This design comes from an exercise in tuning for small area on the open sky130 flow, not from production work. Only simulation tests tie the RTL to the original design; equivalence was not proved. The clock input has no modelled driver; a real chip could not lean on it and would need a root buffer or a full tree. No activity file was given, so power comes from the tool's default toggle rates.

== wip/amber ==
==> module fancy_fader, before the edit <==
module fancy_fader(input wire clk, input wire rst, input wire [15:0] random,
	output wire ws2812_out, output wire trigger, output wire data_request);
	reg [10:0] cnt;
	reg hold;
	reg [3:0] ci;
	reg [3:0] start;
	reg [2:0] e;
	reg [2:0] rgb;    
	reg [14:0] ring [0:9];
	reg [3:0] d;
	reg curbit;
	wire in_tx = (cnt[10:7] == 4'd0);
	wire req = (cnt == 11'd128);
	wire [3:0] ci_next = ci + 4'd1;
	wire led_end = rgb[2];
	wire sixteenth = (ci_next == start);
	wire last = led_end && sixteenth && (e == 3'd7);
	wire step = in_tx && (cnt[6:0] == 7'd119);
	wire insert = req && !hold && last && (start == 4'd0);
	assign data_request = req;
	assign trigger = ~hold;
	assign ws2812_out = in_tx && ((cnt[3:0] < 4'd4) || (curbit && (cnt[3:0] < 4'd9)));
	always @(posedge clk) begin
		if (rst) begin
			cnt <= 11'd1280;
			hold <= 1'b0;
		end else begin
			if (req && !hold)
				cnt <= 11'd0;
			else if (cnt == 11'd2000)
				cnt <= 11'd128;
			else
				cnt <= cnt + 11'd1;
			if (req && !hold && last)
				hold <= 1'b1;
			else if (cnt == 11'd1999)
				hold <= 1'b0;
		end
	end
	always @(posedge clk) begin
		if (rst) begin
			ci <= 4'd0;
			start <= 4'd0;
			e <= 3'd0;
			rgb <= 3'b001;
		end else if (step) begin
			if (!led_end) begin
				rgb <= {rgb[1:0], 1'b0};
			end else begin
				rgb <= 3'b001;
				if (!last) begin
					ci <= ci_next;
					if (sixteenth)
						e <= e + 3'd1;
				end else begin
					e <= 3'd0;
					start <= ci;
				end
			end
		end
	end
	wire d_hold = in_tx && led_end && (cnt[6:1] == 6'd59) && (last || (cnt[0] && ci == 4'hf));
	always @(posedge clk) begin
		if (rst)
			d <= 4'd0;
		else if (!d_hold)
			d <= (d == 4'd9) ? 4'd0 : d + 4'd1;
	end
	wire clear = !hold && cnt[10] && !cnt[4];
	integer i;
	always @(posedge clk) begin
		for (i = 1; i < 10; i = i + 1)
			ring[i] <= ring[i-1];
		ring[0] <= clear ? 15'd0 : (insert && !d[2]) ? random[14:0] : ring[9];
		ring[5] <= (insert && d[2]) ? random[14:0] : ring[4];
	end
	wire [4:0] a = ({5{rgb[0]}} & ring[0][4:0]) | ({5{rgb[1]}} & ring[0][9:5]) | ({5{rgb[2]}} & ring[0][14:10]);
	wire [4:0] b = ({5{rgb[0]}} & ring[9][4:0]) | ({5{rgb[1]}} & ring[9][9:5]) | ({5{rgb[2]}} & ring[9][14:10]);
	wire [4:0] m0 = ci[0] ? b : a;
	wire [4:0] m1 = ci[1] ? b : a;
	wire [4:0] m2 = ci[2] ? b : a;
	wire [4:0] m3 = ci[3] ? b : a;
	wire [5:0] s0 = a + m0;
	wire [6:0] s1 = {m2, 1'b0} + m1;
	wire [8:0] mix = {s1, 1'b0} + s0 + {m3, 3'b0};
	wire [2:0] bsel = in_tx ? cnt[6:4] + {2'd0, cnt[3]} : 3'd0;
	wire load_ok = !in_tx || (cnt[3:2] != 2'b01);
	wire [2:0] bpos = ~bsel;
	wire [7:0] color = mix[8:1];
	always @(posedge clk)
		if (load_ok && d == 4'd0)
			curbit <= color[bpos];
endmodule
Settings: LEC_CHECK=0, CAP_MARGIN=20, CORE_MARGIN=2, CORE_UTILIZATION=40, SLEW_MARGIN=20, CTS_LEAVES=18, CTS_LEAF_CELL=sky130_fd_sc_hd__clkbuf_4, CTS_ROOT_CELL=sky130_fd_sc_hd__clkbuf_4, PRE_CTS_TCL=/design/flow/flow/mycts.tcl, BUFFER_PORTS_ARGS=-buffer_cell sky130_fd_sc_hd__buf_1, PRE_RESIZE_TCL=/design/flow/flow/downsize.tcl; clock period 12.0 ns.
standard.sh (not shown) runs the stock make flow with config.mk's settings and CLKGATE_MAP_FILE= SYNTH_SCRIPT=/design/flow/synth_recipe.tcl, a recipe that flattens the netlist after the stock synthesis.
==> flow/flow/run.sh <==
#!/bin/bash
# own flow: the standard flow (standard.sh, unchanged synthesis) with
# extra ORFS settings: a hand-built two-level clock tree (flow/mycts.tcl)
# instead of TritonCTS, small port buffers, and logic cells taken down to
# their smallest drive strength before repair_design (flow/downsize.tcl).
HERE=$(pwd)
cat >> config.mk <<EOC
export CTS_LEAVES = 18
export CTS_LEAF_CELL = sky130_fd_sc_hd__clkbuf_4
export CTS_ROOT_CELL = sky130_fd_sc_hd__clkbuf_4
export PRE_CTS_TCL = $HERE/flow/mycts.tcl
export BUFFER_PORTS_ARGS = -buffer_cell sky130_fd_sc_hd__buf_1
export PRE_RESIZE_TCL = $HERE/flow/downsize.tcl
EOC
bash standard.sh > standard.log 2>&1
Other scripts of this flow, unchanged in this note and not shown: flow/flow/downsize.tcl, flow/flow/mycts.tcl
Relative to wip/amber, the following input files were edited for wip/juniper:
diff --git a/flow/design.v b/flow/design.v
--- a/flow/design.v
+++ b/flow/design.v
@@ -20,26 +20,25 @@
 	wire sixteenth = (ci_next == start);
 	wire last = led_end && sixteenth && (e == 3'd7);
 	wire step = in_tx && (cnt[6:0] == 7'd119);
 	wire insert = req && !hold && last && (start == 4'd0);
 	assign data_request = req;
-	assign trigger = ~hold;
+	wire gap_end = &cnt;
+	assign trigger = ~hold | gap_end;
 	assign ws2812_out = in_tx && ((cnt[3:0] < 4'd4) || (curbit && (cnt[3:0] < 4'd9)));
 	always @(posedge clk) begin
 		if (rst) begin
-			cnt <= 11'd1280;
+			cnt <= 11'd1327;
 			hold <= 1'b0;
 		end else begin
-			if (req && !hold)
-				cnt <= 11'd0;
-			else if (cnt == 11'd2000)
-				cnt <= 11'd128;
+			if (req)
+				cnt <= hold ? 11'd176 : 11'd0;
 			else
-				cnt <= cnt + 11'd1;
+				cnt <= (cnt + 11'd1) | {3'd0, gap_end, 7'd0};
 			if (req && !hold && last)
 				hold <= 1'b1;
-			else if (cnt == 11'd1999)
+			else if (gap_end)
 				hold <= 1'b0;
 		end
 	end
 	always @(posedge clk) begin
 		if (rst) begin
@@ -73,15 +72,15 @@
 	wire clear = !hold && cnt[10] && !cnt[4];
 	integer i;
 	always @(posedge clk) begin
 		for (i = 1; i < 10; i = i + 1)
 			ring[i] <= ring[i-1];
-		ring[0] <= clear ? 15'd0 : (insert && !d[2]) ? random[14:0] : ring[9];
-		ring[5] <= (insert && d[2]) ? random[14:0] : ring[4];
+		ring[0] <= clear ? 15'd0 : (insert && !d[2]) ? random[14:0] : ~ring[9];
+		ring[5] <= (insert && d[2]) ? ~random[14:0] : ~ring[4];
 	end
 	wire [4:0] a = ({5{rgb[0]}} & ring[0][4:0]) | ({5{rgb[1]}} & ring[0][9:5]) | ({5{rgb[2]}} & ring[0][14:10]);
-	wire [4:0] b = ({5{rgb[0]}} & ring[9][4:0]) | ({5{rgb[1]}} & ring[9][9:5]) | ({5{rgb[2]}} & ring[9][14:10]);
+	wire [4:0] b = ~(({5{rgb[0]}} & ring[9][4:0]) | ({5{rgb[1]}} & ring[9][9:5]) | ({5{rgb[2]}} & ring[9][14:10]));
 	wire [4:0] m0 = ci[0] ? b : a;
 	wire [4:0] m1 = ci[1] ? b : a;
 	wire [4:0] m2 = ci[2] ? b : a;
 	wire [4:0] m3 = ci[3] ? b : a;
 	wire [5:0] s0 = a + m0;
### Flow results
wip/juniper went all the way through synthesis, placement and routing and the layout is clean on timing, DRC and antenna.
Diff wip/amber and wip/juniper: number of fill cells higher in wip/juniper
Compared wip/juniper against wip/amber; multi-input combinational area share within noise.
Share of synthesized cell area in and, or, nand and nor gates was higher in the run labelled wip/juniper.
Compared with wip/amber, in wip/juniper worst hold slack after final layout down 0.0067 ns; via count up 98.
Routed wire length: wip/juniper vs wip/amber up 3.3%
Synthesized net count, wip/amber and wip/juniper: larger value in wip/juniper
Of wip/amber and wip/juniper, wip/amber shows the higher normalized max-slew margin, with wip/juniper below it.
No run of this note takes its clock network from TritonCTS; it comes from the design's own scripts or RTL.

* * *

The RTL this note starts from:
==> flow/design.v <==
`default_nettype none
`default_nettype none
`default_nettype none
`default_nettype none
module fancy_fader(input wire clk, input wire rst, input wire [15:0] random,
	output wire ws2812_out, output wire trigger, output wire data_request);
	reg [7:0] cnt;
	reg g;
	reg hold;
	reg [3:0] ci;
	reg [3:0] start;
	reg [2:0] e;
	reg [2:0] rgb;    
	reg [14:0] ring [0:9];
	reg [3:0] d;
	reg curbit;
	wire in_tx = !g && !cnt[7];
	wire req = !g && (cnt == 8'd128);
	wire [3:0] ci_next = ci + 4'd1;
	wire led_end = rgb[2];
	wire sixteenth = (ci_next == start);
	wire last = led_end && sixteenth && (e == 3'd7);
	wire step = in_tx && (cnt[6:0] == 7'd119);
	wire insert = req && !hold && last && (start == 4'd0);
	assign data_request = req;
	wire [10:0] gap_next = {e, cnt} + 11'd1;
	wire gap_end = g && (&{e, cnt});
	assign trigger = ~hold | gap_end;
	assign ws2812_out = in_tx && ((cnt[3:0] < 4'd4) || (curbit && (cnt[3:0] < 4'd9)));
	always @(posedge clk) begin
		if (rst) begin
			cnt <= 8'd47;
			g <= 1'b1;
			hold <= 1'b0;
		end else begin
			if (g)
				cnt <= gap_next[7:0] | {gap_end, 7'd0};
			else if (req)
				cnt <= hold ? 8'd176 : 8'd0;
			else
				cnt <= cnt + 8'd1;
			if (gap_end)
				g <= 1'b0;
			else if (req && hold)
				g <= 1'b1;
			if (req && !hold && last)
				hold <= 1'b1;
			else if (gap_end)
				hold <= 1'b0;
		end
	end
	always @(posedge clk) begin
		if (rst) begin
			ci <= 4'd0;
			start <= 4'd0;
			e <= 3'd5;
			rgb <= 3'b001;
		end else if (g) begin
			e <= gap_next[10:8];
		end else if (step) begin
			if (!led_end) begin
				rgb <= {rgb[1:0], 1'b0};
			end else begin
				rgb <= 3'b001;
				if (!last) begin
					ci <= ci_next;
					if (sixteenth)
						e <= e + 3'd1;
				end else begin
					e <= 3'd0;
					start <= ci;
				end
			end
		end
	end
	wire d_hold = in_tx && led_end && (cnt[6:1] == 6'd59) && (last || (cnt[0] && ci == 4'hf));
	always @(posedge clk) begin
		if (rst)
			d <= 4'd0;
		else if (!d_hold)
			d <= (d == 4'd9) ? 4'd0 : d + 4'd1;
	end
	wire clear = g && !hold && !cnt[4];
	integer i;
	always @(posedge clk) begin
		for (i = 1; i < 10; i = i + 1)
			ring[i] <= ring[i-1];
		ring[0] <= clear ? 15'd0 : (insert && !d[2]) ? random[14:0] : ~ring[9];
		ring[5] <= (insert && d[2]) ? ~random[14:0] : ~ring[4];
	end
	wire [4:0] a = ({5{rgb[0]}} & ring[0][4:0]) | ({5{rgb[1]}} & ring[0][9:5]) | ({5{rgb[2]}} & ring[0][14:10]);
	wire [4:0] b = ~(({5{rgb[0]}} & ring[9][4:0]) | ({5{rgb[1]}} & ring[9][9:5]) | ({5{rgb[2]}} & ring[9][14:10]));
	wire [4:0] m0 = ci[0] ? b : a;
	wire [4:0] m1 = ci[1] ? b : a;
	wire [4:0] m2 = ci[2] ? b : a;
	wire [4:0] m3 = ci[3] ? b : a;
	wire [5:0] s0 = a + m0;
	wire [6:0] s1 = {m2, 1'b0} + m1;
	wire [8:0] mix = {s1, 1'b0} + s0 + {m3, 3'b0};
	wire [2:0] bsel = in_tx ? cnt[6:4] + {2'd0, cnt[3]} : 3'd0;
	wire load_ok = !in_tx || (cnt[3:2] != 2'b01);
	wire [2:0] bpos = ~bsel;
	wire [7:0] color = mix[8:1];
	always @(posedge clk)
		if (load_ok && d == 4'd0)
			curbit <= color[bpos];
endmodule
Settings: LEC_CHECK=0, CAP_MARGIN=20, CORE_MARGIN=2, CORE_UTILIZATION=40, SLEW_MARGIN=20, CTS_LEAVES=18, CTS_LEAF_CELL=sky130_fd_sc_hd__clkbuf_4, CTS_ROOT_CELL=sky130_fd_sc_hd__clkbuf_4, PRE_CTS_TCL=/design/flow/flow/mycts.tcl, BUFFER_PORTS_ARGS=-buffer_cell sky130_fd_sc_hd__buf_1, PRE_RESIZE_TCL=/design/flow/flow/downsize.tcl; clock period 12.0 ns.
==> flow/flow/run.sh <==
#!/bin/bash
# own flow: the standard flow (standard.sh) with these changes:
# - after the standard synthesis, the gates between the flip-flops are
#   re-mapped with a stronger ABC script (flow/resynth.sh); the flip-flops
#   stay exactly as the standard synthesis made them;
# - a hand-built two-level clock tree (flow/mycts.tcl) instead of TritonCTS;
# - small port buffers;
# - logic cells taken down to their smallest drive strength before
#   repair_design (flow/downsize.tcl).
set -euo pipefail
HERE=$(pwd)
cat >> config.mk <<EOC
export CTS_LEAVES = 18
export CTS_LEAF_CELL = sky130_fd_sc_hd__clkbuf_4
export CTS_ROOT_CELL = sky130_fd_sc_hd__clkbuf_4
export PRE_CTS_TCL = $HERE/flow/mycts.tcl
export BUFFER_PORTS_ARGS = -buffer_cell sky130_fd_sc_hd__buf_1
export PRE_RESIZE_TCL = $HERE/flow/downsize.tcl
EOC
R=orfs/results/$FLOW_PLATFORM/fancy_fader/base
bash standard.sh synth > standard_synth.log 2>&1
cp $R/1_2_yosys.v standard_1_2_yosys.v
bash flow/resynth.sh standard_1_2_yosys.v $R/1_2_yosys.v
bash standard.sh do-1_synth > standard_synth_odb.log 2>&1
bash standard.sh > standard.log 2>&1
Other scripts of this flow, unchanged in this note and not shown: flow/flow/downsize.tcl, flow/flow/mycts.tcl, flow/flow/resynth.sh
==> next run, changes <==
--- a/flow/design.v
+++ b/flow/design.v
@@ -3,47 +3,38 @@
 `default_nettype none
 `default_nettype none
 module fancy_fader(input wire clk, input wire rst, input wire [15:0] random,
 	output wire ws2812_out, output wire trigger, output wire data_request);
-	reg [7:0] cnt;
-	reg g;
+	reg [10:0] cnt;
 	reg hold;
 	reg [3:0] ci;
 	reg [3:0] start;
 	reg [2:0] e;
 	reg [2:0] rgb;    
 	reg [14:0] ring [0:9];
 	reg [3:0] d;
 	reg curbit;
-	wire in_tx = !g && !cnt[7];
-	wire req = !g && (cnt == 8'd128);
+	wire in_tx = (cnt[10:7] == 4'd0);
+	wire req = (cnt == 11'd128);
 	wire [3:0] ci_next = ci + 4'd1;
 	wire led_end = rgb[2];
 	wire sixteenth = (ci_next == start);
 	wire last = led_end && sixteenth && (e == 3'd7);
 	wire step = in_tx && (cnt[6:0] == 7'd119);
 	wire insert = req && !hold && last && (start == 4'd0);
 	assign data_request = req;
-	wire [10:0] gap_next = {e, cnt} + 11'd1;
-	wire gap_end = g && (&{e, cnt});
+	wire gap_end = &cnt;
 	assign trigger = ~hold | gap_end;
 	assign ws2812_out = in_tx && ((cnt[3:0] < 4'd4) || (curbit && (cnt[3:0] < 4'd9)));
 	always @(posedge clk) begin
 		if (rst) begin
-			cnt <= 8'd47;
-			g <= 1'b1;
+			cnt <= 11'd1327;
 			hold <= 1'b0;
 		end else begin
-			if (g)
-				cnt <= gap_next[7:0] | {gap_end, 7'd0};
-			else if (req)
-				cnt <= hold ? 8'd176 : 8'd0;
+			if (req)
+				cnt <= hold ? 11'd176 : 11'd0;
 			else
-				cnt <= cnt + 8'd1;
-			if (gap_end)
-				g <= 1'b0;
-			else if (req && hold)
-				g <= 1'b1;
+				cnt <= (cnt + 11'd1) | {3'd0, gap_end, 7'd0};
 			if (req && !hold && last)
 				hold <= 1'b1;
 			else if (gap_end)
 				hold <= 1'b0;
@@ -52,12 +43,10 @@
 	always @(posedge clk) begin
 		if (rst) begin
 			ci <= 4'd0;
 			start <= 4'd0;
-			e <= 3'd5;
+			e <= 3'd0;
 			rgb <= 3'b001;
-		end else if (g) begin
-			e <= gap_next[10:8];
 		end else if (step) begin
 			if (!led_end) begin
 				rgb <= {rgb[1:0], 1'b0};
 			end else begin
@@ -79,9 +68,9 @@
 			d <= 4'd0;
 		else if (!d_hold)
 			d <= (d == 4'd9) ? 4'd0 : d + 4'd1;
 	end
-	wire clear = g && !hold && !cnt[4];
+	wire clear = !hold && cnt[10] && !cnt[4];
 	integer i;
 	always @(posedge clk) begin
 		for (i = 1; i < 10; i = i + 1)
 			ring[i] <= ring[i-1];
Effect: Worst hold slack is about the same; global-route usage grows by 0.13 points; design area grows by 0.81%; synthesized cell count grows by 1.0%; register-to-register slack is better by 0.13 ns; die area grows by 0.98%; utilization is about the same; sequential share of layout area grows by 0.18 points; power grows by 1.5%; clock power grows by about 3%; sequential power grows by about 1%; setup slack is worse by 0.057 ns.
In every run of this note, the design's own scripts or RTL, not TritonCTS, make the clock network.

-- static timing again, ports no longer ideal --
The flow's constraints put no driver on any port. The routed layouts listed below were extracted and timed again, unchanged, in two steps. Step 1 sets driving cells, clkbuf_16 on the clock port and buf_2 on the other inputs (assumed; they add their load-dependent delay and slew). Step 2 times the ports against the registers' clock, not the clock port: input delays grow and output delays shrink by t, the midpoint of the rising clock arrivals with the driver on. Three values: no drivers, after step 1, after step 2; two values: the first two.
run	t, ns	slack for setup (ns)	hold WS [ns]	cell pins on the clock port's net
wip/amber	0.619	7.567 / 7.540 / 7.567	0.328 / 0.328 / 0.328	1
wip/juniper	0.611	7.379 / 7.352 / 7.404	0.321 / 0.321 / 0.321	1
the first run of note 2	0.613	7.231 / 7.200 / 7.418	0.331 / 0.331 / 0.331	1
the second run of note 2	0.625	7.175 / 7.143 / 7.548	0.331 / 0.331 / 0.331	1
After both steps setup and hold are still met in every run listed.
